Source: an optimization exercise on an open RTL-to-GDS flow (aim: small area). Production flows keep margins and buffers that such runs may drop.
Only simulation tests tie the RTL to the original design; equivalence was not proved.
Power and IR drop assume default switching activity.

==> flow/design.v <==
`timescale 1ns/1ps
module data_shifter
   (
   mem_clk,
   rst_n,
   mem_mr_xfer_valid,
   mem_mr_error,
   cont_wr_rd_req,
   mem_mr_xfer_wr_rd,
   mem_mr_xfer_btype,
   mem_mr_xfer_addr,
   mem_mr_xfer_len,
   mem_mr_wdata_valid,
   mem_mr_wdata,
   mem_mr_wlast,
   mem_mr_wstrb,
   mr8_bsize,
   xmittr_ack,
   mem_mr_xfer_ack,
   xmit_engn_wdata_ack,
   mem_mr_wdata_ack,
   spl_dpd_entry_valid,
   spl_dpd_exit_valid,
   spl_hs_entry_valid,
   spl_hs_exit_valid,
   spl_glbl_reset_valid,
   mem_spl_xfer_in_prgrs,
   mr_access_reg,
   mr_access,
   dpd_exit_cycle_cnt,
   hs_exit_cycle_cnt,
   mem_base_addr,
   mem_top_addr,
   cmd,
   mr8_btype,
   start_track,  
   wr_rd,        
   first_addr,   
   xfer_btype,
   xfer_mem_len,
   wr_tcem_pg_bndry_expired,
   wr_last_addr,
  mr8_rbx,
  prev_cmd,
  rd_done_reg,
  rd_pg_bndry_expired_sync,
  rd_last_addr,
  rd_cnt_sync,
  min_dqs_cnt_rch,
   rd_done,
   rd_stretch,
   dqs_timeout,
   almost_full_reg,
   pending_xfer,
   rcv_dq_fifo_flush_en,
   rcv_dq_fifo_flush_done,
   spl_instrn_dpd_exit_prgrs,
   spl_instrn_hs_exit_prgrs,
   spl_instrn_glbl_rst_prgrs,
   tcem_expired,
   tcph_expired,
   trc_expired,
   trst_expired,
   txhs_expired,
   txdpd_expired,
   sclk_en,
   ce_n_ip,
   dq_out_ip,
   dm_ip,
   dq_oe_ip,
   dm_oe_ip
   );
parameter AXI_DATA_WIDTH = 32;  
parameter FIFO_ADDR_WIDTH = 4;
localparam DQS_CNT_WIDTH = (AXI_DATA_WIDTH==32) ? 10: ((AXI_DATA_WIDTH==64) ? 11 : 12);
localparam INCR = 2'b01;
localparam WRAP = 2'b10;
input                      mem_clk;
input                      rst_n;
input                      mem_mr_xfer_valid;
input [1:0]                mem_mr_error;
input                      cont_wr_rd_req;
input                      mem_mr_xfer_wr_rd;
input [1:0]                mem_mr_xfer_btype;
input [31:0]               mem_mr_xfer_addr;
input [DQS_CNT_WIDTH-1:0]  mem_mr_xfer_len;
input                      mem_mr_wdata_valid;
input [31:0]               mem_mr_wdata;
input [3:0]                mem_mr_wstrb;
input                      mem_mr_wlast;
output [1:0]               mr8_bsize;
output                     xmittr_ack;
input                      mem_mr_xfer_ack;
output                     xmit_engn_wdata_ack;
input                      mem_mr_wdata_ack;
input                      spl_dpd_entry_valid;
input                      spl_dpd_exit_valid;
input                      spl_hs_entry_valid;
input                      spl_hs_exit_valid;
input                      spl_glbl_reset_valid;
output                     mem_spl_xfer_in_prgrs;
output                     mr_access_reg;
input                      mr_access;
input [3:0]                dpd_exit_cycle_cnt;
input [3:0]                hs_exit_cycle_cnt;
input [24:0]               mem_base_addr;
input [24:0]               mem_top_addr;
input   [7:0]              cmd;
output                     start_track;  
output                     wr_rd;        
output  [31:0]             first_addr;   
output [1:0]               xfer_btype;
output [DQS_CNT_WIDTH-1:0] xfer_mem_len;
input                      wr_tcem_pg_bndry_expired;
input   [31:0]             wr_last_addr;
output                     mr8_rbx;
output  [7:0]              prev_cmd;
output                     rd_done_reg;
input                      rd_pg_bndry_expired_sync;
input  [31:0]              rd_last_addr;
input                      rd_cnt_sync;
input                      min_dqs_cnt_rch;
input tcem_expired;
input                      rd_done;
input                      rd_stretch;
input                      dqs_timeout;
input                      almost_full_reg;
output                     pending_xfer;
output                     rcv_dq_fifo_flush_en;
input                      rcv_dq_fifo_flush_done;
output                     mr8_btype;
output                     spl_instrn_dpd_exit_prgrs;
output                     spl_instrn_hs_exit_prgrs;
output                     spl_instrn_glbl_rst_prgrs;
input                      tcph_expired;
input                      trc_expired;
input                      trst_expired;
input                      txhs_expired;
input                      txdpd_expired;
output                     sclk_en;
output                     ce_n_ip;
output   [15:0]            dq_out_ip;
output   [1:0]             dm_ip;
output                     dq_oe_ip;
output                     dm_oe_ip;
localparam [3:0] IDLE                   = 4'd0;
localparam [3:0] SEND_CMD               = 4'd1;
localparam [3:0] ADDR                   = 4'd2;
localparam [3:0] TX_LATENCY             = 4'd3;
localparam [3:0] TX_DATA                = 4'd4;
localparam [3:0] WAIT_TR_EXPIRY         = 4'd5;
localparam [3:0] HS_EXIT                = 4'd6;
localparam [3:0] DPD_EXIT               = 4'd7;
localparam [3:0] RD_DATA                = 4'd8;
localparam [3:0] RD_ERR_FINISH          = 4'd9;
localparam [3:0] WR_ERR_FINISH          = 4'd10;
localparam [3:0] WAIT_RCV_DQ_FIFO_FLUSH = 4'd11;
localparam [3:0] ADDR2                  = 4'd12;  
reg [3:0]               pres_state, next_state;
reg [1:0]               mr8_bsize, next_mr8_bsize;
reg                     xmittr_ack, next_xmittr_ack;
reg                     xmit_engn_wdata_ack_int, next_xmit_engn_wdata_ack_int;
reg                     mem_spl_xfer_in_prgrs, next_mem_spl_xfer_in_prgrs;
reg                     rcv_dq_fifo_flush_en, next_rcv_dq_fifo_flush_en;
reg                     mr8_btype, next_mr8_btype;
reg                     start_track, next_start_track;
reg                     wr_rd, next_wr_rd;
reg [31:0]              first_addr, next_first_addr;
reg [1:0]               xfer_btype, next_xfer_btype;
reg [DQS_CNT_WIDTH-1:0] xfer_mem_len, next_xfer_mem_len;
reg                     mr8_rbx, next_mr8_rbx;
reg                     sclk_en, next_sclk_en;
reg                     ce_n_ip, next_ce_n_ip;
reg [15:0]              dq_out_ip, next_dq_out_ip;
reg [1:0]               dm_ip, next_dm_ip;
reg                     dq_oe_ip, next_dq_oe_ip;
reg                     rd_done_reg, next_rd_done_reg;
reg [3:0]               cntr, next_cntr;
reg                     success_xfer, next_success_xfer;
reg [2:0]               wr_lat_m1, next_wr_lat_m1;  
reg [7:0]               prev_cmd, next_prev_cmd;
reg [1:0]               addr_cntr, next_addr_cntr;
reg                     tcem_expired_reg, next_tcem_expired_reg;
reg                     pending_xfer, next_pending_xfer;
reg                     reg_1, next_reg_1;
reg                     cnt, next_cnt;
reg [36:0]              wr_data_reg0, next_wr_data_reg0;
reg [36:0]              wr_data_reg1, next_wr_data_reg1;
reg [1:0]               wdata_avail_cnt, next_wdata_avail_cnt;
reg                     trc_expired_reg, next_trc_expired_reg;
reg                     tcph_expired_reg, next_tcph_expired_reg;
reg                     spl_instrn_glbl_rst_prgrs, next_spl_instrn_glbl_rst_prgrs;
reg                     min_one_wr_xfer_cmplt, next_min_one_wr_xfer_cmplt;
reg                     odd_wrap_wr_xfer, next_odd_wrap_wr_xfer;
reg                     odd_wrap_wr_rem, next_odd_wrap_wr_rem;
reg [8:0]               rem_wr_data, next_rem_wr_data;
reg                     mr_access_reg, next_mr_access_reg;
reg                     spl_dpd_exit_valid_reg, next_spl_dpd_exit_valid_reg;
reg                     spl_dpd_entry_valid_reg, next_spl_dpd_entry_valid_reg;
reg                     spl_hs_exit_valid_reg, next_spl_hs_exit_valid_reg;
reg                     spl_hs_entry_valid_reg, next_spl_hs_entry_valid_reg;
reg                     spl_glbl_reset_valid_reg, next_spl_glbl_reset_valid_reg;
reg                     pending_mr8_wr, next_pending_mr8_wr;
assign dm_oe_ip = dq_oe_ip & wr_rd;
assign spl_instrn_hs_exit_prgrs  = (pres_state == HS_EXIT);
assign spl_instrn_dpd_exit_prgrs = (pres_state == DPD_EXIT);
wire [31:0] first_addr_dur_rd_tcem_expiry = rd_last_addr + 32'd1;
wire [31:0] bndry_chk_addr = tcem_expired_reg ? first_addr_dur_rd_tcem_expiry : first_addr;
wire mem_boundary_cross = (bndry_chk_addr < {7'd0, mem_base_addr}) || (bndry_chk_addr > {7'd0, mem_top_addr});
wire [36:0] sel_data      = reg_1 ? wr_data_reg1 : wr_data_reg0;
wire        last_xfer     = sel_data[36];
wire        last_xfer_lsb = last_xfer && (&sel_data[35:34]);
wire        cont_wr_xfer_valid = cont_wr_rd_req & mem_mr_xfer_valid & (!(|mem_mr_error)) & mem_mr_xfer_wr_rd;
wire [36:0] wbeat = {mem_mr_wlast, ~mem_mr_wstrb, mem_mr_wdata};
assign xmit_engn_wdata_ack = wdata_avail_cnt==2 ? 1'b0 : xmit_engn_wdata_ack_int;
wire        wr_acc = mem_mr_wdata_valid && xmit_engn_wdata_ack;
wire [6:0] req_in_wrap_size = mem_mr_xfer_len << 1;
wire [6:0] ap_mem_wrap_size = 7'b10000 << mr8_bsize;
wire [5:1] wa = mem_mr_xfer_addr[5:1];
wire [5:1] wa_inc = wa + 5'd1;
reg  [5:0] wrap_lo;
always @ *
begin
   case(mr8_bsize)
   2'b00: wrap_lo = {wa[5:4], wa_inc[3:1], 1'b0};
   2'b01: wrap_lo = {wa[5], wa_inc[4:1], 1'b0};
   2'b10: wrap_lo = {wa_inc[5:1], 1'b0};
   default: wrap_lo = {wa[5:1], 1'b1};
   endcase
end
wire odd_wrap_wr = mem_mr_xfer_btype==WRAP && mem_mr_xfer_wr_rd && mem_mr_xfer_addr[0];
wire [31:0] idle_first_addr = {mem_mr_xfer_addr[31:6], (odd_wrap_wr && !mr_access) ? wrap_lo : {mem_mr_xfer_addr[5:1], 1'b0}};
always @ (posedge mem_clk or negedge rst_n)
begin
if(~rst_n)
begin
   pres_state                   <= IDLE;
   mr8_bsize                    <= 2'b01;
   xmittr_ack                   <= 1'b0;
   xmit_engn_wdata_ack_int      <= 1'b0;
   mem_spl_xfer_in_prgrs        <= 1'b0;
   mr8_btype                    <= 1'b1;
   rcv_dq_fifo_flush_en         <= 1'b0;
   start_track                  <= 1'b0;
   wr_rd                        <= 1'b0;
   first_addr                   <= 32'd0;
   xfer_btype                   <= 2'd0;
   xfer_mem_len                 <= {DQS_CNT_WIDTH{1'b0}};
   mr8_rbx                      <= 1'b0;
   sclk_en                      <= 1'b0;
   ce_n_ip                      <= 1'b1;
   dq_out_ip                    <= 16'd0;
   dm_ip                        <= 2'd0;
   dq_oe_ip                     <= 1'b0;
   rd_done_reg                  <= 1'b0;
   cntr                         <= 4'd0;
   success_xfer                 <= 1'b0;
   wr_lat_m1                    <= 3'd4;
   prev_cmd                     <= 8'd0;
   addr_cntr                    <= 2'd0;
   tcem_expired_reg             <= 1'b0;
   pending_xfer                 <= 1'b0;
   reg_1                        <= 1'b0;
   cnt                          <= 1'b0;
   wr_data_reg0                 <= 37'd0;
   wr_data_reg1                 <= 37'd0;
   wdata_avail_cnt              <= 2'd0;
   trc_expired_reg              <= 1'b0;
   tcph_expired_reg             <= 1'b0;
   spl_instrn_glbl_rst_prgrs    <= 1'b0;
   min_one_wr_xfer_cmplt        <= 1'b0;
   odd_wrap_wr_xfer             <= 1'b0;
   odd_wrap_wr_rem              <= 1'b0;
   rem_wr_data                  <= 9'd0;
   mr_access_reg                <= 1'b1;
   spl_dpd_exit_valid_reg       <= 1'b0;
   spl_dpd_entry_valid_reg      <= 1'b0;
   spl_hs_exit_valid_reg        <= 1'b0;
   spl_hs_entry_valid_reg       <= 1'b0;
   spl_glbl_reset_valid_reg     <= 1'b0;
   pending_mr8_wr               <= 1'b0;
end
else
begin
   pres_state                   <= next_state;
   mr8_bsize                    <= next_mr8_bsize;
   xmittr_ack                   <= next_xmittr_ack;
   xmit_engn_wdata_ack_int      <= next_xmit_engn_wdata_ack_int;
   mem_spl_xfer_in_prgrs        <= next_mem_spl_xfer_in_prgrs;
   mr8_btype                    <= next_mr8_btype;
   rcv_dq_fifo_flush_en         <= next_rcv_dq_fifo_flush_en;
   start_track                  <= next_start_track;
   wr_rd                        <= next_wr_rd;
   first_addr                   <= next_first_addr;
   xfer_btype                   <= next_xfer_btype;
   xfer_mem_len                 <= next_xfer_mem_len;
   mr8_rbx                      <= next_mr8_rbx;
   sclk_en                      <= next_sclk_en;
   ce_n_ip                      <= next_ce_n_ip;
   dq_out_ip                    <= next_dq_out_ip;
   dm_ip                        <= next_dm_ip;
   dq_oe_ip                     <= next_dq_oe_ip;
   rd_done_reg                  <= next_rd_done_reg;
   cntr                         <= next_cntr;
   success_xfer                 <= next_success_xfer;
   wr_lat_m1                    <= next_wr_lat_m1;
   prev_cmd                     <= next_prev_cmd;
   addr_cntr                    <= next_addr_cntr;
   tcem_expired_reg             <= next_tcem_expired_reg;
   pending_xfer                 <= next_pending_xfer;
   reg_1                        <= next_reg_1;
   cnt                          <= next_cnt;
   wr_data_reg0                 <= next_wr_data_reg0;
   wr_data_reg1                 <= next_wr_data_reg1;
   wdata_avail_cnt              <= next_wdata_avail_cnt;
   trc_expired_reg              <= next_trc_expired_reg;
   tcph_expired_reg             <= next_tcph_expired_reg;
   spl_instrn_glbl_rst_prgrs    <= next_spl_instrn_glbl_rst_prgrs;
   min_one_wr_xfer_cmplt        <= next_min_one_wr_xfer_cmplt;
   odd_wrap_wr_xfer             <= next_odd_wrap_wr_xfer;
   odd_wrap_wr_rem              <= next_odd_wrap_wr_rem;
   rem_wr_data                  <= next_rem_wr_data;
   mr_access_reg                <= next_mr_access_reg;
   spl_dpd_exit_valid_reg       <= next_spl_dpd_exit_valid_reg;
   spl_dpd_entry_valid_reg      <= next_spl_dpd_entry_valid_reg;
   spl_hs_exit_valid_reg        <= next_spl_hs_exit_valid_reg;
   spl_hs_entry_valid_reg       <= next_spl_hs_entry_valid_reg;
   spl_glbl_reset_valid_reg     <= next_spl_glbl_reset_valid_reg;
   pending_mr8_wr               <= next_pending_mr8_wr;
end
end
always @ *
begin
next_state                   = pres_state;
next_mr8_bsize               = mr8_bsize;
next_xmittr_ack              = 1'b0;
next_mem_spl_xfer_in_prgrs   = mem_spl_xfer_in_prgrs;
next_mr8_btype               = mr8_btype;
next_rcv_dq_fifo_flush_en    = 1'b0;
next_start_track             = wr_rd ? 1'b0 : start_track;
next_wr_rd                   = wr_rd;
next_first_addr              = first_addr;
next_mr8_rbx                 = mr8_rbx;
next_sclk_en                 = sclk_en;
next_ce_n_ip                 = ce_n_ip;
next_dq_out_ip               = dq_out_ip;
next_dm_ip                   = dm_ip;
next_dq_oe_ip                = dq_oe_ip;
next_rd_done_reg             = rd_done ? 1'b1 : rd_done_reg;
next_cntr                    = |cntr ? cntr - 4'd1 : cntr;
next_success_xfer            = success_xfer;
next_wr_lat_m1               = wr_lat_m1;
next_prev_cmd                = prev_cmd;
next_addr_cntr               = addr_cntr;
next_tcem_expired_reg        = tcem_expired_reg;
next_pending_xfer            = pending_xfer;
next_reg_1                   = reg_1;
next_cnt                     = cnt==0 && wr_acc ? 1'b1 : cnt;
next_wr_data_reg0            = cnt==0 && wr_acc ? wbeat : wr_data_reg0;
next_wr_data_reg1            = cnt==1 && wr_acc ? wbeat : wr_data_reg1;
next_wdata_avail_cnt         = wr_acc && success_xfer ? wdata_avail_cnt + 2'd1 : wdata_avail_cnt;
next_xmit_engn_wdata_ack_int = cnt==0 && success_xfer ? 1'b1 :
                               cnt==1 && success_xfer && (!reg_1) && mem_mr_wdata_valid ? 1'b0 : xmit_engn_wdata_ack_int && success_xfer;
next_trc_expired_reg           = trc_expired ? 1'b1 : trc_expired_reg;
next_tcph_expired_reg          = tcph_expired ? 1'b1 : tcph_expired_reg;
next_spl_instrn_glbl_rst_prgrs = spl_instrn_glbl_rst_prgrs;
next_min_one_wr_xfer_cmplt     = min_one_wr_xfer_cmplt;
next_xfer_btype                = mem_mr_xfer_ack ? mem_mr_xfer_btype : xfer_btype;
next_xfer_mem_len              = mem_mr_xfer_ack ? mem_mr_xfer_len : xfer_mem_len;
next_odd_wrap_wr_xfer          = odd_wrap_wr_xfer;
next_odd_wrap_wr_rem           = odd_wrap_wr_rem;
next_rem_wr_data               = rem_wr_data;
next_mr_access_reg             = mr_access_reg;
next_spl_dpd_exit_valid_reg    = spl_dpd_exit_valid ? 1'b1 : spl_dpd_exit_valid_reg;
next_spl_dpd_entry_valid_reg   = spl_dpd_entry_valid ? 1'b1 : spl_dpd_entry_valid_reg;
next_spl_hs_exit_valid_reg     = spl_hs_exit_valid ? 1'b1 : spl_hs_exit_valid_reg;
next_spl_hs_entry_valid_reg    = spl_hs_entry_valid ? 1'b1 : spl_hs_entry_valid_reg;
next_spl_glbl_reset_valid_reg  = spl_glbl_reset_valid ? 1'b1 : spl_glbl_reset_valid_reg;
next_pending_mr8_wr            = pending_mr8_wr;
case(pres_state)
IDLE:
begin
next_sclk_en           = 1'b0;
next_ce_n_ip           = 1'b1;
next_mem_spl_xfer_in_prgrs = 1'b0;
next_dq_oe_ip          = 1'b0;
next_trc_expired_reg   = 1'b0;
next_tcph_expired_reg  = 1'b0;
next_cntr              = (spl_dpd_exit_valid || spl_dpd_exit_valid_reg) ? dpd_exit_cycle_cnt : hs_exit_cycle_cnt;
   if(mem_mr_xfer_valid)
   begin
      if(|mem_mr_error)
      begin
         next_success_xfer = 1'b0;
         next_xmittr_ack   = 1'b1;
         next_state        = mem_mr_xfer_wr_rd ? WR_ERR_FINISH : RD_ERR_FINISH;
      end
      else
      begin
        if(mem_mr_xfer_btype==WRAP && (|(req_in_wrap_size^ap_mem_wrap_size)) && (!pending_mr8_wr))
         begin
         next_pending_mr8_wr = 1'b1;
         next_mr8_btype     = 1'b1;
         next_mr8_bsize     = (mem_mr_xfer_len[3] ? 2'b00 : mem_mr_xfer_len[4] ? 2'b01 : 2'b10);
         next_success_xfer  = 1'b0;
         next_mr_access_reg = 1'b1;
         next_start_track   = 1'b0;
         next_wr_rd         = 1'b1;
         next_first_addr    = {24'd0, 8'd8};  
         next_ce_n_ip       = 1'b0;
         next_state         = SEND_CMD;
         end
         else
         begin
         next_success_xfer  = 1'b1;
         next_xmittr_ack    = 1'b1;
         next_mr_access_reg = mr_access;
         next_start_track   = !mr_access && !mem_mr_xfer_wr_rd;
         next_wr_rd         = mem_mr_xfer_wr_rd;
         next_first_addr    = idle_first_addr;
         next_addr_cntr     = {mem_mr_xfer_addr[1],1'b0};
         next_odd_wrap_wr_xfer = odd_wrap_wr;
         next_ce_n_ip       = 1'b0;
         next_state         = SEND_CMD;
         end
      end
   end
   else if (spl_dpd_entry_valid || spl_hs_entry_valid || spl_glbl_reset_valid ||
            spl_dpd_entry_valid_reg || spl_hs_entry_valid_reg || spl_glbl_reset_valid_reg )
   begin
      next_mr_access_reg             = 1'b1;
      next_spl_dpd_entry_valid_reg   = 1'b0 ;
      next_spl_hs_entry_valid_reg    = 1'b0 ;
      next_spl_glbl_reset_valid_reg  = 1'b0 ;
      next_ce_n_ip                   = 1'b0;
      next_state                     = SEND_CMD;
      next_wr_rd                     = 1'b1;
      next_mem_spl_xfer_in_prgrs     = 1'b1;
      next_first_addr                = {24'd0, 8'd6};  
      next_wr_data_reg0              = spl_dpd_entry_valid || spl_dpd_entry_valid_reg ? {wr_data_reg0 [36:8],8'hC0} :
                                       spl_hs_entry_valid || spl_hs_entry_valid_reg ? {wr_data_reg0 [36:8],8'hF0} : wr_data_reg0;
      next_mr8_btype                 = spl_hs_entry_valid || spl_hs_entry_valid_reg ? mr8_btype  : 1'b1;
      next_mr8_bsize                 = spl_hs_entry_valid || spl_hs_entry_valid_reg ? mr8_bsize  : 2'b01;
      next_mr8_rbx                   = spl_hs_entry_valid || spl_hs_entry_valid_reg ? mr8_rbx    : 1'b0;
      next_wr_lat_m1                 = spl_hs_entry_valid || spl_hs_entry_valid_reg ? wr_lat_m1  : 3'd4;
      next_spl_instrn_glbl_rst_prgrs = spl_glbl_reset_valid || spl_glbl_reset_valid_reg ? 1'b1 : spl_instrn_glbl_rst_prgrs;
   end
   else if (spl_dpd_exit_valid || spl_dpd_exit_valid_reg)
   begin
      next_spl_dpd_exit_valid_reg    = 1'b0;
      next_ce_n_ip                   = 1'b0;
      next_state                     = DPD_EXIT;
      next_mem_spl_xfer_in_prgrs     = 1'b1;
   end
   else if(spl_hs_exit_valid || spl_hs_exit_valid_reg)
   begin
      next_spl_hs_exit_valid_reg    = 1'b0;
      next_ce_n_ip                  = 1'b0;
      next_state                    = HS_EXIT;
      next_mem_spl_xfer_in_prgrs    = 1'b1;
   end
end
SEND_CMD:
begin
   next_sclk_en     = 1'b1;
   next_dq_oe_ip    = 1'b1;
   next_dm_ip       = 2'b00;
   next_state       = ADDR;
   if(pending_xfer)
   begin
      next_pending_xfer = 1'b0;
      next_dq_out_ip   = (wr_rd ? {8'hA0,8'hA0} : {8'h20,8'h20});
      next_prev_cmd    = wr_rd ? 8'hA0 : 8'h20;
   end
   else
   begin
      next_dq_out_ip = pending_mr8_wr ? { 8'hC0, 8'hC0} : {cmd, cmd};
      next_prev_cmd  = cmd;
   end
end
ADDR:  
begin
   next_cntr       = {1'b0, wr_lat_m1};
   next_dq_out_ip  = {first_addr[23:16],first_addr[31:24]};
   next_dm_ip      = 2'b00;
   next_state      = ADDR2;
end
ADDR2:  
begin
   next_cntr        = {1'b0, wr_lat_m1};
   next_dq_out_ip   = {first_addr[7:0],first_addr[15:8]};
   next_dm_ip       = 2'b00;
   next_state       = mr_access_reg ? (wr_rd ? TX_DATA : RD_DATA) : (wr_rd ? TX_LATENCY : RD_DATA);
   next_start_track = mr_access_reg ? 1'b0 : start_track;
end
TX_LATENCY:
begin
   next_start_track = (cntr==4'd2);
   if(cntr==4'd0)
   begin
      if (|wdata_avail_cnt)
      begin
      next_min_one_wr_xfer_cmplt = 1'b1;
      next_sclk_en = odd_wrap_wr_xfer ? 1'b0 : 1'b1;
      next_rem_wr_data  = odd_wrap_wr_xfer ? (addr_cntr[1] ? {wr_data_reg0[35],wr_data_reg0[31:24]} :
                          {wr_data_reg0[33],wr_data_reg0[15:8]} ) : rem_wr_data;
      next_odd_wrap_wr_xfer = 1'b0;
      next_odd_wrap_wr_rem  = odd_wrap_wr_xfer ? 1'b1 : odd_wrap_wr_rem ;
         case(addr_cntr)
            2'b00:
            begin
               next_dq_out_ip       = sel_data[15:0];
               next_dm_ip           = sel_data[33:32];
               next_addr_cntr       = last_xfer_lsb & cont_wr_xfer_valid ? {mem_mr_xfer_addr[1],1'b0} : 2'd2;
               next_state           = last_xfer_lsb ? (cont_wr_xfer_valid ? TX_DATA : WAIT_TR_EXPIRY) : pres_state;
               next_xmittr_ack      = last_xfer_lsb ? cont_wr_xfer_valid : 1'b0;
               next_reg_1           = last_xfer_lsb ? 1'b0 : reg_1;
               next_cnt             = last_xfer_lsb ? 1'b0 : (cnt==0 && wr_acc) || cnt;
               next_wdata_avail_cnt = last_xfer_lsb ? 2'd0 : (wr_acc ? wdata_avail_cnt+2'd1 : wdata_avail_cnt);
               next_pending_xfer    = last_xfer_lsb ? cont_wr_xfer_valid : 1'b1;
            end
            2'b10:
            begin
               next_dq_out_ip       = sel_data[31:16];
               next_dm_ip           = sel_data[35:34];
               next_addr_cntr       = last_xfer & cont_wr_xfer_valid ? {mem_mr_xfer_addr[1],1'b0} : 2'd0;
               next_state           = last_xfer ? (cont_wr_xfer_valid ? TX_DATA : WAIT_TR_EXPIRY) : TX_DATA;
               next_xmittr_ack      = last_xfer ? cont_wr_xfer_valid : 1'b0;
               next_reg_1           = last_xfer ? 1'b0 : !reg_1;
               next_cnt             = last_xfer ? 1'b0 : (reg_1 ? ((cnt==0 && wr_acc) || cnt) : 1'b0);
               next_wdata_avail_cnt = last_xfer ? 2'd0 : (wr_acc ? wdata_avail_cnt : wdata_avail_cnt-2'd1);
               next_pending_xfer    = last_xfer ? cont_wr_xfer_valid : 1'b1;
            end
            default;
         endcase
      end
      else
      begin
         next_state        = TX_DATA;
         next_reg_1        = 1'b0;
         next_sclk_en      = 1'b0;
      end
   end
end
TX_DATA:
begin
   if(mem_spl_xfer_in_prgrs)  
   begin
      next_dq_out_ip     = wr_data_reg0[15:0];
      next_dm_ip         = 2'b10;
      next_state         = spl_instrn_glbl_rst_prgrs ? WAIT_TR_EXPIRY : IDLE;
   end
   else if(mr_access_reg)  
   begin
      if(|wdata_avail_cnt || pending_mr8_wr)
      begin
         next_pending_mr8_wr  = 1'b0;
         next_sclk_en         = 1'b1;
         next_addr_cntr       = 2'd0;
         next_state           = WAIT_TR_EXPIRY;
         next_reg_1           = 1'b0;
         next_cnt             = 1'b0;
         next_wdata_avail_cnt = 2'd0;
         next_dq_out_ip       = pending_mr8_wr ? {2{4'd0,mr8_rbx, mr8_btype, mr8_bsize}} :
                                |first_addr[1:0] ? wr_data_reg0[31:16] : {8'd0,wr_data_reg0[7:0]};
         next_dm_ip           = pending_mr8_wr ? 2'b00 : |first_addr[1:0] ? wr_data_reg0[35:34] : {1'b1,wr_data_reg0[32]};
         case(first_addr[3:0])
         4'd8:
         begin
            next_mr8_bsize  = pending_mr8_wr ? mr8_bsize: wr_data_reg0[1:0];
            next_mr8_btype  = pending_mr8_wr ? mr8_btype: wr_data_reg0[2];
            next_mr8_rbx    = pending_mr8_wr ? mr8_rbx  : wr_data_reg0[3];
         end
         4'd4:
         begin
            next_wr_lat_m1 = wr_data_reg0[7:5] ==3'd0 ? 3'd2 :
                             wr_data_reg0[7:5] ==3'd4 ? 3'd3 :
                             wr_data_reg0[7:5] ==3'd2 ? 3'd4 :
                             wr_data_reg0[7:5] ==3'd6 ? 3'd5 :
                             wr_data_reg0[7:5] ==3'd1 ? 3'd6 : 3'd4;
         end
         default;
         endcase
      end
      else
      begin
         next_sclk_en = 1'b0;
      end
   end
   else  
   begin
      if(wr_tcem_pg_bndry_expired && ((xfer_btype==WRAP && sclk_en) || xfer_btype==INCR))
      begin
         next_sclk_en    = 1'b0;
         next_first_addr = sclk_en ? wr_last_addr : wr_last_addr-32'd2;
         next_reg_1      = |wdata_avail_cnt ? reg_1 : 1'b0;
         next_state      = WAIT_TR_EXPIRY;
         next_pending_xfer  = min_one_wr_xfer_cmplt ? pending_xfer : 1'b1;
      end
      else if(|wdata_avail_cnt)
      begin
         next_sclk_en          = odd_wrap_wr_xfer ? 1'b0 : 1'b1;
         next_rem_wr_data      = odd_wrap_wr_xfer ? (addr_cntr[1] ? {wr_data_reg0[35],wr_data_reg0[31:24]} :
                                 {wr_data_reg0[33],wr_data_reg0[15:8]} ) : rem_wr_data;
         next_odd_wrap_wr_xfer = 1'b0;
         case(addr_cntr[1:0])
         2'b00:
         begin
         next_odd_wrap_wr_rem  = last_xfer_lsb ? 1'b0 : (odd_wrap_wr_xfer ? 1'b1 : odd_wrap_wr_rem);
         next_dq_out_ip    = last_xfer_lsb && odd_wrap_wr_rem ? {rem_wr_data[7:0],sel_data[7:0]} : sel_data[15:0];
         next_dm_ip        = last_xfer_lsb && odd_wrap_wr_rem ? {rem_wr_data[8],sel_data[32]} : sel_data[33:32];
         next_addr_cntr    = last_xfer_lsb & cont_wr_xfer_valid ? {mem_mr_xfer_addr[1],1'b0} : 2'd2;
         next_state        = last_xfer_lsb ? (cont_wr_xfer_valid ? pres_state : WAIT_TR_EXPIRY) : pres_state;
         next_xmittr_ack   = last_xfer_lsb ? cont_wr_xfer_valid : 1'b0;
         next_reg_1        = last_xfer_lsb ? 1'b0 : reg_1;
         next_cnt          = last_xfer_lsb ? 1'b0 : (cnt==0 && wr_acc) || cnt;
         next_wdata_avail_cnt = last_xfer_lsb ? 2'd0 : (wr_acc ? wdata_avail_cnt+2'd1 : wdata_avail_cnt);
         next_pending_xfer  = last_xfer_lsb ? cont_wr_xfer_valid : 1'b1;
         end
         2'b10:
         begin
         next_odd_wrap_wr_rem  = last_xfer ? 1'b0 : (odd_wrap_wr_xfer ? 1'b1 : odd_wrap_wr_rem);
         next_dq_out_ip    = last_xfer && odd_wrap_wr_rem ? {rem_wr_data[7:0],sel_data[23:16]} : sel_data[31:16];
         next_dm_ip        = last_xfer && odd_wrap_wr_rem ? {rem_wr_data[8],sel_data[34]} : sel_data[35:34];
         next_addr_cntr    = last_xfer & cont_wr_xfer_valid ? {mem_mr_xfer_addr[1],1'b0} : 2'd0;
         next_state        = last_xfer ? (cont_wr_xfer_valid ? pres_state : WAIT_TR_EXPIRY) : pres_state;
         next_xmittr_ack   = last_xfer ? cont_wr_xfer_valid : 1'b0;
         next_reg_1        = last_xfer ? 1'b0 : !reg_1;
         next_cnt          = last_xfer ? 1'b0 : (reg_1 ? ((cnt==0 && wr_acc) || cnt) : 1'b0);
         next_wdata_avail_cnt = last_xfer ? 2'd0 : (wr_acc ? wdata_avail_cnt : wdata_avail_cnt-2'd1);
         next_pending_xfer  = last_xfer ? cont_wr_xfer_valid : 1'b1;
         end
         default;
         endcase
      end
      else
      begin
         next_sclk_en = 1'b0;
         next_reg_1   = 1'b0;
      end
   end
end
HS_EXIT:
begin
   if(~|cntr)
   begin
      next_ce_n_ip               = 1'b1;
      next_mem_spl_xfer_in_prgrs = txhs_expired ? 1'b0 : mem_spl_xfer_in_prgrs;
      next_state                 = txhs_expired ? IDLE : pres_state;
   end
end
DPD_EXIT:
begin
   if(~|cntr)
   begin
      next_ce_n_ip               = 1'b1;
      next_mem_spl_xfer_in_prgrs = txdpd_expired ? 1'b0 : mem_spl_xfer_in_prgrs;
      next_state                 = txdpd_expired ? IDLE : pres_state;
   end
end
RD_DATA:
begin
next_dq_oe_ip = 1'b0;
next_cntr     = 4'd3;
   if(dqs_timeout)
   begin
      next_pending_xfer      = 1'b0;
      next_start_track       = 1'b0;
      next_rd_done_reg       = 1'b0;
      next_state             = WAIT_RCV_DQ_FIFO_FLUSH;
   end
   else if(rd_done || rd_done_reg)
   begin
      next_sclk_en           = 1'b1;
      next_state             = start_track ? pres_state : (rd_cnt_sync ? pres_state : (rd_pg_bndry_expired_sync ? pres_state : WAIT_RCV_DQ_FIFO_FLUSH)) ;
      next_start_track       = min_dqs_cnt_rch ? 1'b0 : start_track;
   end
   else if( tcem_expired || rd_pg_bndry_expired_sync)
   begin
      next_tcem_expired_reg       = tcem_expired ? 1'b1 : tcem_expired_reg;
      next_pending_xfer           = 1'b1;
      next_first_addr             = tcem_expired ? first_addr : first_addr_dur_rd_tcem_expiry;
      next_state                  = WAIT_TR_EXPIRY;
      next_start_track            = min_dqs_cnt_rch ? 1'b0 : start_track;
      next_sclk_en                = 1'b1;
   end
   else
   begin
      next_sclk_en              = !rd_stretch;
   end
end
WAIT_TR_EXPIRY:
begin
   next_sclk_en          = 1'b0;
   next_dq_oe_ip         = 1'b0;
   next_dm_ip            = 2'd0;
   next_ce_n_ip          = sclk_en ? ce_n_ip : 1'b1;
   next_cntr             = 4'd3;
   if(spl_instrn_glbl_rst_prgrs)  
   begin
      next_mem_spl_xfer_in_prgrs = trst_expired ? 1'b0 : mem_spl_xfer_in_prgrs;
      next_spl_instrn_glbl_rst_prgrs = trst_expired ? 1'b0 : spl_instrn_glbl_rst_prgrs;
      next_state            = trst_expired ? IDLE : pres_state;
   end
   else
   begin
      next_min_one_wr_xfer_cmplt = 1'b0;
      next_sclk_en       = wr_rd ? 1'b0 : (start_track ? sclk_en : (rd_cnt_sync ? 1'b1 : (rd_pg_bndry_expired_sync ? 1'b1 : 1'b0)));
      next_start_track   = min_dqs_cnt_rch ? 1'b0 : start_track;
      if(rd_done || rd_done_reg)
      begin
      next_pending_xfer  = 1'b0;
      next_state         = start_track ? pres_state : (rd_cnt_sync ? pres_state : (rd_pg_bndry_expired_sync ? pres_state : WAIT_RCV_DQ_FIFO_FLUSH)) ;
      next_rd_done_reg   = 1'b1;
      end
      else if((trc_expired || trc_expired_reg) && (tcph_expired || tcph_expired_reg) && (!almost_full_reg))
      begin
         next_trc_expired_reg  = 1'b0;
         next_tcph_expired_reg = 1'b0;
         next_tcem_expired_reg = 1'b0;
         next_first_addr       = mem_boundary_cross ? {7'd0,mem_base_addr} : wr_rd ? first_addr : first_addr_dur_rd_tcem_expiry;
         if(pending_xfer)
         begin
            next_state           = SEND_CMD;
            next_ce_n_ip         = 1'b0;
            next_start_track     = !wr_rd;
            next_xfer_btype      = 2'd1;
         end
         else
         begin
            next_success_xfer    = 1'b0;
            next_state           = IDLE;
            next_ce_n_ip         = 1'b1;
            next_cnt             = 1'b0;
            next_reg_1           = 1'b0;
            next_wdata_avail_cnt = 2'd0;
         end
      end
   end
end
RD_ERR_FINISH:
begin
 next_rd_done_reg = 1'b0;
 next_state = rd_done ? IDLE : pres_state;
end
WR_ERR_FINISH:
begin
 next_state = mem_mr_wdata_valid && mem_mr_wlast && mem_mr_wdata_ack ? IDLE : pres_state;
end
WAIT_RCV_DQ_FIFO_FLUSH:
begin
   next_sclk_en   = 1'b0;
   next_ce_n_ip   = sclk_en ? ce_n_ip : 1'b1;
   next_rd_done_reg = cntr==4'd1 ? 1'b0 : rd_done_reg;
   next_rcv_dq_fifo_flush_en = cntr==4'd1;
   next_state     = rcv_dq_fifo_flush_done ? WAIT_TR_EXPIRY : pres_state;
end
default: ;
endcase
end
endmodule
==> flow/flow/run.sh <==
#!/bin/bash
# Standard ORFS layout (the standard.sh, unchanged synthesis) with port buffers
# made from the smallest buffer cell instead of the resizer's default choice.
set -euo pipefail
bash standard.sh "BUFFER_PORTS_ARGS=-buffer_cell sky130_fd_sc_hd__buf_1" finish > orfs_flow.log 2>&1
==> flow/standard.sh <==
#!/bin/bash
# synth_recipe.tcl (not shown) runs the flow's synth.tcl, then flattens the netlist and writes it again
# the make line also repeats each setting of config.mk as NAME=value (left out here)
make -C /OpenROAD-flow-scripts/flow DESIGN_CONFIG=/design/flow/config.mk WORK_HOME=/design/flow/orfs CLKGATE_MAP_FILE= SYNTH_SCRIPT=/design/flow/synth_recipe.tcl "${@:-finish}"
==> flow/config.mk <==
export PLATFORM = sky130hd
export DESIGN_NAME = data_shifter
export DESIGN_NICKNAME = data_shifter
export VERILOG_FILES = /design/flow/design.v
export SDC_FILE = /design/flow/constraint.sdc
export NUM_CORES = 4
export LEC_CHECK = 0
export CAP_MARGIN = 20
export CORE_MARGIN = 2
export CORE_UTILIZATION = 55
export PLACE_DENSITY = 0.7
export SLEW_MARGIN = 20
==> flow/constraint.sdc <==
create_clock -name core_clock -period 6.0 [get_ports {mem_clk}]
set_input_delay 1.2000 -clock core_clock [delete_from_list [all_inputs] [get_ports {mem_clk}]]
set_output_delay 1.2000 -clock core_clock [all_outputs]
set_load 0.01 [all_outputs]
==> impl_table.tex, run 1 <==
\begin{tabular}{lr}
\hline
Metric & Value \\
\hline
\multicolumn{2}{l}{\textbf{Worst hold path}} \\
\quad Type of the worst min-delay path & reg2reg \\
\quad Number of cells traversed by the worst hold path & 1 \\
\multicolumn{2}{l}{\textbf{Synthesis}} \\
\quad Synth cell types & slightly above 80 \\
\quad Cells taking the most area after synthesis & sky130\_fd\_sc\_hd\_\_dfrtp\_1 33\%, sky130\_fd\_sc\_hd\_\_nand2\_1 5.9\%, sky130\_fd\_sc\_hd\_\_nor2\_1 5.6\% \\
\quad Net count after synthesis & between 2000 and 2500 \\
\quad Number of warning messages in the yosys log & 1 \\
\quad Proportion of netlist area held by the largest area contributor & approximately a third \\
\quad Cell accounting for the most synthesized area & sky130\_fd\_sc\_hd\_\_dfrtp\_1 \\
\quad Leading post-synthesis cells by instance count & 234 x sky130\_fd\_sc\_hd\_\_nand2\_1, 220 x sky130\_fd\_sc\_hd\_\_nor2\_1, 195 x sky130\_fd\_sc\_hd\_\_dfrtp\_1 \\
\quad Synth async-reset ratio & between 90\% and 100\% \\
\quad Number of storage elements in the synthesis netlist & 200 \\
\quad Netlist area before placement & around 15000 sq um \\
\quad Gate count of the mapped netlist & between 1500 and 2000 \\
\quad Sequential fraction of the synthesis area & between 30\% and 40\% \\
\quad Commonest register cell after synthesis & sky130\_fd\_sc\_hd\_\_dfrtp\_1 \\
\quad Cell with the most instances after synthesis & sky130\_fd\_sc\_hd\_\_nand2\_1 \\
\quad Count of flip-flops with a built-in enable after synthesis & 0 \\
\quad Syn avg cell area & between 8 and 9 sq um \\
\multicolumn{2}{l}{\textbf{Timing}} \\
\quad Sum of negative setup slack & 0 ns \\
\quad Fin Clk Skew & roughly 0.020 ns \\
\quad Final period demand of the worst path & 5.38 ns \\
\quad Pin slew with the least headroom to its limit & 1.13 ns \\
\quad Setup-violating endpoint count in the final report & 0 \\
\quad Fin. Hold Viols & 0 \\
\quad Fin. max-slew vios & 0 \\
\quad Headroom to the max-slew limit & 24.3\% \\
\quad Least setup slack across all paths after layout & 0.616 ns \\
\quad Final period utilization & approximately nine tenths \\
\quad Unrepaired setup endpoints after global routing & false \\
\quad Maximum clock frequency & 0.186 GHz \\
\multicolumn{2}{l}{\textbf{Job}} \\
\quad Max-cap viol count & 0 \\
\multicolumn{2}{l}{\textbf{Routing}} \\
\quad Detailed-route DRC error count & 0 \\
\quad Residual antenna-violating net count after detailed routing & 0 \\
\quad Detail-routed via count per cell & approximately 6.6 \\
\quad First-pass detailed-route iteration total & 9 \\
\quad Number of design-rule violations left by the first detailed-router iteration & slightly above 2000 \\
\quad Overall via count from detail\_route & 16087 \\
\quad Post-detailed-routing wire length & a little under 60000 um \\
\quad Average routed wire per standard cell & 24.2 um \\
\multicolumn{2}{l}{\textbf{Critical path}} \\
\quad Kind of end point of the critical path & register \\
\quad Cell with the biggest individual delay on the critical path & sky130\_fd\_sc\_hd\_\_or3\_1 \\
\quad Startpoint type of the worst setup path & input pin \\
\quad Dominant delay contributor by cell family on the critical path & simple AND/OR/NAND/NOR gates \\
\quad Worst setup path class & in2reg \\
\quad Ordered list of cells on the worst path & buf\_1 > nand3\_2 > or3\_1 > nor2\_1 > nand3\_1 > nor3\_1 > xor2\_1 > nor2\_1 > nor2\_1 > ha\_1 > nand4\_1 > a21oi\_1 > o31ai\_1 > nand3\_1 > o221ai\_1 > nand3\_1 > nor2\_1 > buf\_4 > nor3\_1 > o32a\_1 \\
\quad Worst path arrival time & 5.72 ns \\
\quad Biggest cell delay along the critical path & between 0.4 and 0.5 ns \\
\quad Logic depth of the worst setup path including buffers & 20 \\
\quad Library cell appearing most often on the critical path & sky130\_fd\_sc\_hd\_\_nor2\_1 \\
\quad Worst path buffer plus inverter count & 2 \\
\quad Worst path required time & between 6 and 7 ns \\
\quad Number of cells on the worst reg-to-reg path & 13 \\
\quad Crit-path max FO & 7 \\
\multicolumn{2}{l}{\textbf{CTS}} \\
\quad Setup repair bufs after CTS & 0 \\
\quad Clock-pin slew reported for the worst setup and hold paths after clock tree synthesis & 0.08 ns \\
\quad TritonCTS sink count & 200 \\
\quad Quantity of gates resized following cts & 0 \\
\quad Count of H-tree levels built during CTS & 4 \\
\quad Hold buffer count at cts & 0 \\
\quad Clock Path Buffers & 2 \\
\quad Clk root buf & sky130\_fd\_sc\_hd\_\_clkbuf\_16 \\
\quad Worst skew pair latency & 0.47 ns \\
\quad CTS Buf Count & 17 \\
\quad CTS tree & done \\
\multicolumn{2}{l}{\textbf{Floorplanning}} \\
\quad X dimension of the die & 168 um \\
\quad DIE HEIGHT & approximately 170 um \\
\quad I/O pin total & 332 \\
\quad Initial core utilization & a little under three fifths \\
\quad Die outline area & $\sim$28000 sq um \\
\quad Placeable core region & about 27000 sq um \\
\quad Number of cell rows & 60 \\
\multicolumn{2}{l}{\textbf{GRT}} \\
\quad Wire length of the first global-routing pass & roughly 90000 um \\
\quad Total gr overflow & 0 \\
\quad Number of antenna violations at the first check in global routing & 1 \\
\quad Overall routing resource usage & around 41\% \\
\quad Largest net degree at the start of global routing & 93 \\
\quad Number of global-route vias before repair & about 15000 \\
\multicolumn{2}{l}{\textbf{Power and ir drop}} \\
\quad Worst ir drop on vdd & approximately 0.25 mV \\
\quad LEAKAGE & 0.00697 uW \\
\quad Cell area power density & between 400 and 500 nW/um\^{}2 \\
\quad Tot Pwr & between 7000 and 8000 uW \\
\multicolumn{2}{l}{\textbf{Place}} \\
\quad Post-placement setup slack & 0.246 ns \\
\quad Half-perimeter wire length after placement & roughly 46000 um \\
\quad Gp weighted congestion & between 1 and 1.5 \\
\quad Total of buffers placed on input and output ports & between 300 and 400 \\
\multicolumn{2}{l}{\textbf{Finish}} \\
\quad Proportion of layout cells with a drive suffix above 1 & approximately 7.5\% \\
\quad Area growth from synthesis to layout & 14.7\% \\
\quad Largest regs & wr\_data\_reg0 x37, wr\_data\_reg1 x37, first\_addr x32 \\
\quad Share of the core filled with cells & a little under two thirds \\
\quad Post-layout net count & approximately 2400 \\
\quad Antenna Cells & 0 \\
\multicolumn{2}{l}{\textbf{Status}} \\
\quad Run status & no timing/DRC/antenna violations \\
\hline
\end{tabular}
-- cells in the final DEF (no fill, tap or decap), types with 22 or more instances in the layout --
cell type	instances
sky130_fd_sc_hd__mux2_2	52
sky130_fd_sc_hd__a21oi_1	120
sky130_fd_sc_hd__nor3_1	53
sky130_fd_sc_hd__dfrtp_1	195
sky130_fd_sc_hd__nor2_1	217
sky130_fd_sc_hd__xor2_1	34
sky130_fd_sc_hd__buf_4	30
sky130_fd_sc_hd__buf_1	330
sky130_fd_sc_hd__nand4_1	22
sky130_fd_sc_hd__xnor2_1	32
sky130_fd_sc_hd__mux2i_1	45
sky130_fd_sc_hd__ha_1	57
sky130_fd_sc_hd__inv_1	71
sky130_fd_sc_hd__nand2_1	234
sky130_fd_sc_hd__nand3_1	45
sky130_fd_sc_hd__o21ai_0	126
sky130_fd_sc_hd__a31oi_1	38
-- where the power goes --
part / total, uW / internal, uW / switching, uW
combinational: 3870 / 1450 / 2420
sequential: 2760 / 1930 / 827
clock: 1310 / 626 / 681
total: 7940 / 4010 / 3930
-- path summary, 6_finish.rpt --
kind                       slack, ns              from               to
max                             0.62   rd_last_addr[0]   first_addr[14]
min                             0.48      dq_out_ip[7]     dq_out_ip[7]
max reg2reg                     1.95  tcem_expired_reg   first_addr[23]
min reg2reg                     0.48      dq_out_ip[7]     dq_out_ip[7]
max in group asynchronous       3.83             rst_n   first_addr[15]
min in group asynchronous       0.88             rst_n  xfer_mem_len[7]
-- per-stage QoR --
step	hold slack, ns	instance area, sq um	cells
2_1_floorplan	0.445	14800	1820
3_3_place_gp	0.462	16300	2416
3_5_place_dp	0.468	16300	2417
4_1_cts	0.486	17000	2449
5_1_grt	0.511	17000	2449
6_report	0.481	17000	2449
-- routing by layer --
metal  global-route usage, %  up-vias  wire length, um
met3                    9.52      200             7150
met2                    62.5     1131            25200
li1                        -     7175                -
met5                       0        -               14
met4                    18.2        2             3050
met1                    57.3     7579            23900
-- logic make-up (layout without fill, tap and decap cells) --
family | Yosys count | count (layout) | share of synthesized area, %
buf+inv | 180 | 468 | 4.87
compound gates | 498 | 498 | 21.8
flops | 200 | 200 | 33.8
xor+xnor | 66 | 66 | 3.90
fa+ha+maj | 57 | 57 | 4.81
simple gates | 712 | 712 | 22.2
mux | 107 | 107 | 8.51
-- layout make-up --
cell class | instances | area (sq um)
Inverter | 72 | 270
Multi-Input combinational cell | 1440 | 9110
Timing Repair Buffer | 364 | 1530
Fill cell | 2457 | 9730
Clock inverter | 15 | 228
Sequential cell | 200 | 5010
Clock buffer | 17 | 425
Tap cell | 341 | 427
-- worst register-to-register path: stages, from the launching register on --
cell,delay [ns]
sky130_fd_sc_hd__dfrtp_1,0.68
sky130_fd_sc_hd__inv_1,0.40
sky130_fd_sc_hd__nor2_1,0.20
sky130_fd_sc_hd__nor2_1,0.08
sky130_fd_sc_hd__ha_1,0.30
sky130_fd_sc_hd__nand4_1,0.18
sky130_fd_sc_hd__nor4_1,0.37
sky130_fd_sc_hd__a21boi_0,0.22
sky130_fd_sc_hd__o221ai_1,0.22
sky130_fd_sc_hd__and4b_1,0.30
sky130_fd_sc_hd__a21oi_4,0.33
sky130_fd_sc_hd__buf_12,0.27
sky130_fd_sc_hd__nand2_1,0.09
sky130_fd_sc_hd__o32a_1,0.28
==> run 2, diff against run 1 <==
==> flow/flow/run.sh (replaced) <==
#!/bin/bash
# Layout flow: the standard ORFS flow (standard.sh) with two changes:
#  - synthesis is the standard flow's own script, except that the one technology-mapping
#    call to ABC uses the area-oriented ABC script flow/abc_area.script
#    (registers are not touched by ABC, so they are the standard synthesis's);
#  - port buffers use the smallest buffer cell.
# Each tool's output goes to a log file in the folder the flow runs in.
set -euo pipefail
W=$PWD
export MY_ABC_SCRIPT=$W/flow/abc_area.script
{
  cat <<'TCL'
proc abc {args} {
  set i [lsearch -exact $args -script]
  if { $i >= 0 } { lset args [expr {$i + 1}] $::env(MY_ABC_SCRIPT) }
  yosys abc {*}$args
}
TCL
  cat $W/synth_recipe.tcl
} > $W/area_synth.tcl
bash standard.sh "SYNTH_SCRIPT=$W/area_synth.tcl" "BUFFER_PORTS_ARGS=-buffer_cell sky130_fd_sc_hd__buf_1" finish > orfs_flow.log 2>&1
==> flow/flow/abc_area.script (new file) <==
strash
&get -n
&deepsyn -T 90
&put
dch -f
amap
buffer -c
upsize -D 4800
dnsize -D 4800
topo
stime -c
--- a/flow/config.mk
+++ b/flow/config.mk
@@ -7,6 +7,8 @@
 export LEC_CHECK = 0
 export CAP_MARGIN = 20
 export CORE_MARGIN = 2
-export CORE_UTILIZATION = 55
-export PLACE_DENSITY = 0.7
+export CORE_UTILIZATION = 60
+export CTS_BUF_LIST = sky130_fd_sc_hd__clkbuf_4 sky130_fd_sc_hd__clkbuf_8
+export GPL_TIMING_DRIVEN = 0
+export PLACE_DENSITY = 0.75
 export SLEW_MARGIN = 20
==> run 2 against run 1 <==
Compared with the run above: the flow now stops in 5_1_grt; area after synthesis decreased by 14%; synthesized cell count decreased by 11%.
==> impl_table.tex, run 2 <==
\begin{tabular}{lr}
\hline
Metric & Value \\
\hline
\multicolumn{2}{l}{\textbf{Status}} \\
\quad Run status & did not finish \\
\quad Stage at which the flow ended & 5\_1\_grt \\
\quad First Error & [ERROR GRT-0232] Routing congestion too high. Check the congestion heatmap in the GUI. \\
\multicolumn{2}{l}{\textbf{Synthesis}} \\
\quad Cell with the most instances after synthesis & sky130\_fd\_sc\_hd\_\_inv\_1 \\
\quad Number of storage elements in the synthesis netlist & 200 (unchanged) \\
\quad Count of flip-flops with a built-in enable after synthesis & 0 (unchanged) \\
\quad Number of warning messages in the yosys log & 1 (unchanged) \\
\quad Gate count of the mapped netlist & 1615 (-11\%) \\
\quad Sequential fraction of the synthesis area & 39.3\% (+5.5 points) \\
\quad Cell accounting for the most synthesized area & sky130\_fd\_sc\_hd\_\_dfrtp\_1 \\
\quad Cells taking the most area after synthesis & sky130\_fd\_sc\_hd\_\_dfrtp\_1 38\%, sky130\_fd\_sc\_hd\_\_inv\_1 7.7\%, sky130\_fd\_sc\_hd\_\_nor2\_1 7.5\% \\
\quad Leading post-synthesis cells by instance count & 261 x sky130\_fd\_sc\_hd\_\_inv\_1, 256 x sky130\_fd\_sc\_hd\_\_nor2\_1, 195 x sky130\_fd\_sc\_hd\_\_dfrtp\_1 \\
\quad Synth cell types & 59 (-28\%) \\
\quad Syn avg cell area & 7.90 sq um (-3.0\%) \\
\quad Proportion of netlist area held by the largest area contributor & 38.3\% (+5.3 points) \\
\quad Net count after synthesis & 1914 (-9.7\%) \\
\quad Netlist area before placement & 12800 sq um (-14\%) \\
\quad Commonest register cell after synthesis & sky130\_fd\_sc\_hd\_\_dfrtp\_1 \\
\quad Synth async-reset ratio & 100\% (unchanged) \\
\multicolumn{2}{l}{\textbf{Floorplanning}} \\
\quad Initial core utilization & 60.8\% (+5.4 points) \\
\quad X dimension of the die & 150 um (-11\%) \\
\quad Number of cell rows & 53 (-12\%) \\
\quad I/O pin total & 332 (unchanged) \\
\quad DIE HEIGHT & 150 um (-11\%) \\
\multicolumn{2}{l}{\textbf{Place}} \\
\quad Gp weighted congestion & 1.06 (+3.7\%) \\
\quad Half-perimeter wire length after placement & 42700 um (-6.5\%) \\
\quad Placed instance count & 2228 (-7.8\%) \\
\quad Total of buffers placed on input and output ports & 331 (unchanged) \\
\quad Post-placement setup slack & -2.31 ns (-2.55 ns) \\
\multicolumn{2}{l}{\textbf{CTS}} \\
\quad Clock Path Buffers & 2 (unchanged) \\
\quad Hold buffer count at cts & 0 (unchanged) \\
\quad Clk root buf & sky130\_fd\_sc\_hd\_\_clkbuf\_8 \\
\quad CTS Buf Count & 17 (unchanged) \\
\quad Count of H-tree levels built during CTS & 4 (unchanged) \\
\quad TritonCTS sink count & 200 (unchanged) \\
\multicolumn{2}{l}{\textbf{GRT}} \\
\quad Total gr overflow & 11 \\
\quad Largest net degree at the start of global routing & 34 \\
\quad Overall routing resource usage & approximately two thirds \\
\hline
\end{tabular}
==> run 2: cell types whose count changed after synthesis, sizes merged, moves of 31 or more <==
cell | before | now
mux2 | 52 | 0
a31oi | 39 | 8
o22a | 6 | 51
inv | 71 | 262
mux2i | 45 | 0
clkbuf | 86 | 45
nand2 | 235 | 91
nor2 | 220 | 256
xor2 | 34 | 0
o21ai | 136 | 83
o22ai | 18 | 91
xnor2 | 32 | 0
==> run 2: cells by family after synthesis <==
family | Yosys count | share of synthesized area (%)
AND/OR/NAND/NOR | 523 | 18.4
adder cells (fa/ha/maj) | 57 | 5.59
flip-flops | 200 | 39.3
buffers and inverters | 321 | 9.62
AO/OA/AOI/OAI | 514 | 27.1
==> run 2: worst max path at each step <==
stage | from | endpoint | slack [ns]
2_1_floorplan | rd_last_addr[0] | first_addr[11] | -0.56
3_3_place_gp | rst_n | first_addr[18] | -6.14
3_5_place_dp | rd_last_addr[0] | first_addr[26] | -2.31
4_1_cts | rd_last_addr[1] | first_addr[23] | -0.85
==> run 2: routing by layer <==
metal	GRT usage (%)	overflow
met4	60.9	2
met3	50.1	0
met2	86.2	9
met1	72.7	0
met5	23.4	0
==> run 2: power groups by stage <==
stage | sequential, uW | combinational, uW | clock, uW
after CTS | 2330 | 3900 | 1040
after detailed placement | 2360 | 3660 | 0
after global placement | 2350 | 3550 | 0
after floorplan | 2300 | 2320 | 0
==> run 2: timing repair <==
action | CTS
endpoints found under the setup margin | 43
cloned | 4
resized for setup | 107
pin swaps | 24
buffers inserted | 115
==> run 2: per-stage QoR <==
step                total power, uW  TNS [ns]  instance area [sq um]
floorplan                      4620    -18.72                  13200
global placement               5900  -1288.43                  14800
detailed placement             6020    -87.26                  14900
CTS                            7280    -32.51                  16800
==> run 3, diff against run 2 <==
--- a/flow/flow/run.sh
+++ b/flow/flow/run.sh
@@ -1,5 +1,5 @@
 #!/bin/bash
-# Layout flow: the standard ORFS flow (standard.sh) with two changes:
+# Layout flow: the standard ORFS flow (standard.sh) with these changes:
 #  - synthesis is the standard flow's own script, except that the one technology-mapping
 #    call to ABC uses the area-oriented ABC script flow/abc_area.script
 #    (registers are not touched by ABC, so they are the standard synthesis's);
==> flow/flow/abc_area.script (replaced) <==
strash
&get -n
&deepsyn -T 60
&st
&syn2
&if -g -K 6
&synch2
&nf
&st
&syn2
&if -g -K 6
&synch2
&nf
&put
buffer -c
upsize -D 3500
dnsize -D 3500
topo
stime -c
==> flow/config.mk (replaced) <==
export PLATFORM = sky130hd
export DESIGN_NAME = data_shifter
export DESIGN_NICKNAME = data_shifter
export VERILOG_FILES = /design/flow/design.v
export SDC_FILE = /design/flow/constraint.sdc
export NUM_CORES = 4
export LEC_CHECK = 0
export CAP_MARGIN = 20
export CORE_MARGIN = 2
export CORE_UTILIZATION = 55
export PLACE_DENSITY = 0.7
export SLEW_MARGIN = 20
==> run 3 against run 2 <==
Compared with the run above: the run now finishes clean; synthesized cell count down 1.4%; area after synthesis increased by 5.1%.
==> impl_table.tex, run 3 <==
\begin{tabular}{lr}
\hline
Metric & Value \\
\hline
\multicolumn{2}{l}{\textbf{Finish}} \\
\quad Post-layout net count & roughly 2200 \\
\quad Filler cell count & $\sim$2200 \\
\quad Proportion of layout cells with a drive suffix above 1 & 7.35\% \\
\quad Commonest cells after routing, fill and taps aside & 329 x sky130\_fd\_sc\_hd\_\_buf\_1, 248 x sky130\_fd\_sc\_hd\_\_nand2\_1, 195 x sky130\_fd\_sc\_hd\_\_dfrtp\_1, 137 x sky130\_fd\_sc\_hd\_\_nor2\_1, 95 x sky130\_fd\_sc\_hd\_\_o21ai\_0 \\
\quad Total area of sequential cells & 5010 sq um \\
\quad Area growth from synthesis to layout & 17.2\% \\
\quad Share of the core filled with cells & between 60\% and 70\% \\
\quad Most common cell after layout, fill and taps aside & sky130\_fd\_sc\_hd\_\_buf\_1 \\
\quad Largest regs & wr\_data\_reg0 x37, wr\_data\_reg1 x37, first\_addr x32 \\
\quad Post-route non-filler standard cell count & about 2200 \\
\quad Total area of multi-input combinational cells & between 7000 and 8000 sq um \\
\multicolumn{2}{l}{\textbf{Routing}} \\
\quad Number of design-rule violations left by the first detailed-router iteration & 1556 \\
\quad Residual antenna-violating net count after detailed routing & 0 \\
\quad Overall via count from detail\_route & 14538 \\
\quad First-pass detailed-route iteration total & 8 \\
\quad Detail-routed via count per cell & 6.52 \\
\quad Average routed wire per standard cell & approximately 24 um \\
\quad Detailed-route DRC error count & 0 \\
\quad Post-detailed-routing wire length & around 54000 um \\
\multicolumn{2}{l}{\textbf{Worst hold path}} \\
\quad Type of the worst min-delay path & reg2reg \\
\multicolumn{2}{l}{\textbf{Place}} \\
\quad Gp weighted congestion & 1.00 (-5.0\%) \\
\quad Total of buffers placed on input and output ports & 331 (unchanged) \\
\quad Post-placement setup slack & 0.261 ns (+2.57 ns) \\
\quad Half-perimeter wire length after placement & 41000 um (-4.1\%) \\
\quad Placed instance count & 2198 (-1.3\%) \\
\multicolumn{2}{l}{\textbf{CTS}} \\
\quad TritonCTS sink count & 200 (unchanged) \\
\quad CTS tree & done \\
\quad CTS Buf Count & 17 (unchanged) \\
\quad Hold buffer count at cts & 0 (unchanged) \\
\quad Count of H-tree levels built during CTS & 4 (unchanged) \\
\quad Worst skew pair latency & between 0.4 and 0.5 ns \\
\quad Setup repair bufs after CTS & 0 (-100\%) \\
\quad Clock Path Buffers & 2 (unchanged) \\
\quad Clock-pin slew reported for the worst setup and hold paths after clock tree synthesis & roughly 0.090 ns \\
\quad Clk root buf & sky130\_fd\_sc\_hd\_\_clkbuf\_16 \\
\quad Quantity of gates resized following cts & 0 (-100\%) \\
\multicolumn{2}{l}{\textbf{Timing}} \\
\quad Fin. Hold Viols & 0 \\
\quad Maximum clock frequency & $\sim$0.19 GHz \\
\quad Fin Clk Skew & between 0.02 and 0.025 ns \\
\quad Least setup slack across all paths after layout & roughly 0.63 ns \\
\quad Final period utilization & about 90\% \\
\quad Setup-violating endpoint count in the final report & 0 \\
\quad Headroom to the max-slew limit & 30.5\% \\
\quad Pin slew with the least headroom to its limit & 1.04 ns \\
\quad Final period demand of the worst path & roughly 5.4 ns \\
\quad Sum of negative setup slack & 0 ns \\
\quad Unrepaired setup endpoints after global routing & false \\
\quad Fin. max-slew vios & 0 \\
\multicolumn{2}{l}{\textbf{Critical path}} \\
\quad Kind of end point of the critical path & register \\
\quad Crit-path max FO & 25 \\
\quad Worst path arrival time & around 5.7 ns \\
\quad Startpoint type of the worst setup path & input pin \\
\quad Worst path required time & 6.31 ns \\
\quad Worst setup path class & in2reg \\
\multicolumn{2}{l}{\textbf{Floorplanning}} \\
\quad Placeable core region & 24100 sq um \\
\quad Initial core utilization & 55.6\% (-5.3 points) \\
\quad X dimension of the die & 160 um (+6.9\%) \\
\quad DIE HEIGHT & 160 um (+6.9\%) \\
\quad Die outline area & around 26000 sq um \\
\quad Number of cell rows & 57 (+7.5\%) \\
\quad I/O pin total & 332 (unchanged) \\
\multicolumn{2}{l}{\textbf{Power and ir drop}} \\
\quad Worst ir drop on vdd & roughly 0.16 mV \\
\quad LEAKAGE & 0.00667 uW \\
\quad Cell area power density & about 200 nW/um\^{}2 \\
\multicolumn{2}{l}{\textbf{GRT}} \\
\quad Number of global-route vias before repair & around 14000 \\
\quad Number of antenna violations at the first check in global routing & 2 \\
\quad Overall routing resource usage & approximately 41\% \\
\quad Wire length of the first global-routing pass & roughly 80000 um \\
\quad Largest net degree at the start of global routing & 142 \\
\quad Total gr overflow & 0 \\
\multicolumn{2}{l}{\textbf{Synthesis}} \\
\quad Gate count of the mapped netlist & 1593 (-1.4\%) \\
\quad Proportion of netlist area held by the largest area contributor & 36.4\% (-1.8 points) \\
\quad Net count after synthesis & 1892 (-1.1\%) \\
\quad Sequential fraction of the synthesis area & 37.4\% (-1.9 points) \\
\quad Cell with the most instances after synthesis & sky130\_fd\_sc\_hd\_\_nand2\_1 \\
\quad Cells taking the most area after synthesis & sky130\_fd\_sc\_hd\_\_dfrtp\_1 36\%, sky130\_fd\_sc\_hd\_\_nand2\_1 6.9\%, sky130\_fd\_sc\_hd\_\_ha\_1 5.3\% \\
\quad Number of storage elements in the synthesis netlist & 200 (unchanged) \\
\quad Leading post-synthesis cells by instance count & 248 x sky130\_fd\_sc\_hd\_\_nand2\_1, 195 x sky130\_fd\_sc\_hd\_\_dfrtp\_1, 137 x sky130\_fd\_sc\_hd\_\_nor2\_1 \\
\quad Synth async-reset ratio & 100\% (unchanged) \\
\quad Cell accounting for the most synthesized area & sky130\_fd\_sc\_hd\_\_dfrtp\_1 \\
\quad Netlist area before placement & 13400 sq um (+5.1\%) \\
\quad Number of warning messages in the yosys log & 1 (unchanged) \\
\quad Syn avg cell area & 8.41 sq um (+6.5\%) \\
\quad Commonest register cell after synthesis & sky130\_fd\_sc\_hd\_\_dfrtp\_1 \\
\quad Count of flip-flops with a built-in enable after synthesis & 0 (unchanged) \\
\quad Synth cell types & 68 (+15\%) \\
\multicolumn{2}{l}{\textbf{Status}} \\
\quad Run status & no timing/DRC/antenna violations \\
\multicolumn{2}{l}{\textbf{Job}} \\
\quad Max-cap viol count & 0 \\
\hline
\end{tabular}
## run 3: cell count changes after synthesis, sizes merged, moves of 36 or more
| cell | change |
|---|---|
| o22ai | -83 |
| nor2 | -119 |
| o22a | -44 |
| nand2 | +157 |
| mux2 | +50 |
| xnor2 | +36 |
| inv | -185 |
## run 3: per-layer routing
| layer | routed length, um | up-vias | share of wire (%) | global-route usage (%) |
|---|---|---|---|---|
| li1 | - | 6397 | - | - |
| met1 | 20600 | 6968 | 39 | 52.8 |
| met2 | 24600 | 965 | 46 | 67.0 |
| met3 | 5370 | 206 | 10 | 8.62 |
| met4 | 2980 | 2 | 5.6 | 20.1 |
| met5 | 13 | - | 0.024 | 0 |
## run 3: cells by family (layout without fill, tap and decap cells)
family | after synthesis | count (layout) | share of synthesized area (%)
buffers and inverters | 158 | 471 | 4.43
muxes | 77 | 77 | 6.31
xor gates and xnor gates | 69 | 69 | 4.51
adders and majority gates | 57 | 57 | 5.32
AOI/OAI and AO/OA | 418 | 418 | 20.9
and+or+nand+nor | 614 | 614 | 21.1
other | 0 | 1 | 0
DFF | 200 | 200 | 37.4
## run 3: area by class of cell
cell class              count  share of cell area [%]
multi-input cells        1235                    49.9
flip-flops and latches    200                    31.9
repair buffers            362                    9.51
clock buffers              17                    2.71
well taps                 324                    2.58
inverters                  77                    1.84
clock inverters            15                    1.54
diodes                      1                  0.0159
## run 3: report_power, final
group | internal, uW | switching [uW] | leakage [uW] | total (uW)
sequential | 1370 | 27.0 | 0.00261 | 1400
clock | 612 | 717 | 0.000323 | 1330
combinational | 135 | 223 | 0.00374 | 357
## run 3: path summary, 6_finish.rpt
check	startpoint	end	slack (ns)	cells after the start
setup / recovery	rd_last_addr[6]	first_addr[27]	0.63	17
hold reg to reg	prev_cmd[7]	prev_cmd[7]	0.48	2
setup reg to reg	pres_state[3]	rem_wr_data[1]	1.43	9
min in group asynchronous	rst_n	cntr[0]	0.86	1
max in group asynchronous	rst_n	wr_data_reg1[8]	3.83	2
hold / removal	prev_cmd[7]	prev_cmd[7]	0.48	2
## run 3: worst max-delay path, cell delays in order
cell	delay, ns
sky130_fd_sc_hd__buf_1	0.21
sky130_fd_sc_hd__nand4_1	0.19
sky130_fd_sc_hd__or4b_2	0.74
sky130_fd_sc_hd__nor2_1	0.29
sky130_fd_sc_hd__nand2_1	0.11
sky130_fd_sc_hd__xor2_1	0.16
sky130_fd_sc_hd__a21oi_1	0.24
sky130_fd_sc_hd__ha_1	0.29
sky130_fd_sc_hd__a211oi_1	0.22
sky130_fd_sc_hd__o21ai_0	0.11
sky130_fd_sc_hd__o211a_1	0.15
sky130_fd_sc_hd__o31ai_1	0.23
sky130_fd_sc_hd__a21oi_1	0.08
sky130_fd_sc_hd__o41ai_1	0.41
sky130_fd_sc_hd__nor4_1	0.17
sky130_fd_sc_hd__o21ai_4	0.68
sky130_fd_sc_hd__o21ai_0	0.19
## run 3: stage by stage
step	total power, uW	hold slack, ns	instance area, sq um
floorplan	1580	0.445	13400
global placement	1770	0.458	15000
detailed placement	1780	0.467	15000
CTS	3080	0.489	15700
global route	3180	0.498	15700
finish	3090	0.485	15700

==> afterwards: timing with drivers on the ports <==
How much do the figures lean on ideal ports? The routed layouts below were timed once more, with nothing changed but the port constraints. Step 1 (the two cells are an assumption about what drives the block):
set clk [get_ports {mem_clk}]
set_driving_cell -lib_cell sky130_fd_sc_hd__clkbuf_16 $clk
set_driving_cell -lib_cell sky130_fd_sc_hd__buf_2 [delete_from_list [all_inputs] $clk]
Step 2 adds t to the input delays and takes it off the output delays; t is the mean of the earliest and latest rising clock arrival at the registers after step 1. Input paths then give back, and output paths get back, about the clock's delay inside the block. Three values: ideal ports, drivers, drivers and shift; two values: the first two.
run | t (ns) | slack for setup (ns) | worst slew at a driven data input, ns
run 1 | 0.508 | 0.616 / 0.606 / 0.099 | 0.09
run 3 | 0.503 | 0.629 / 0.652 / 0.149 | 0.08
After both steps setup and hold are still met in every run listed. The setup slack of run 1, which loses most, moves by -0.010 ns with the drivers and by -0.517 ns with both steps.
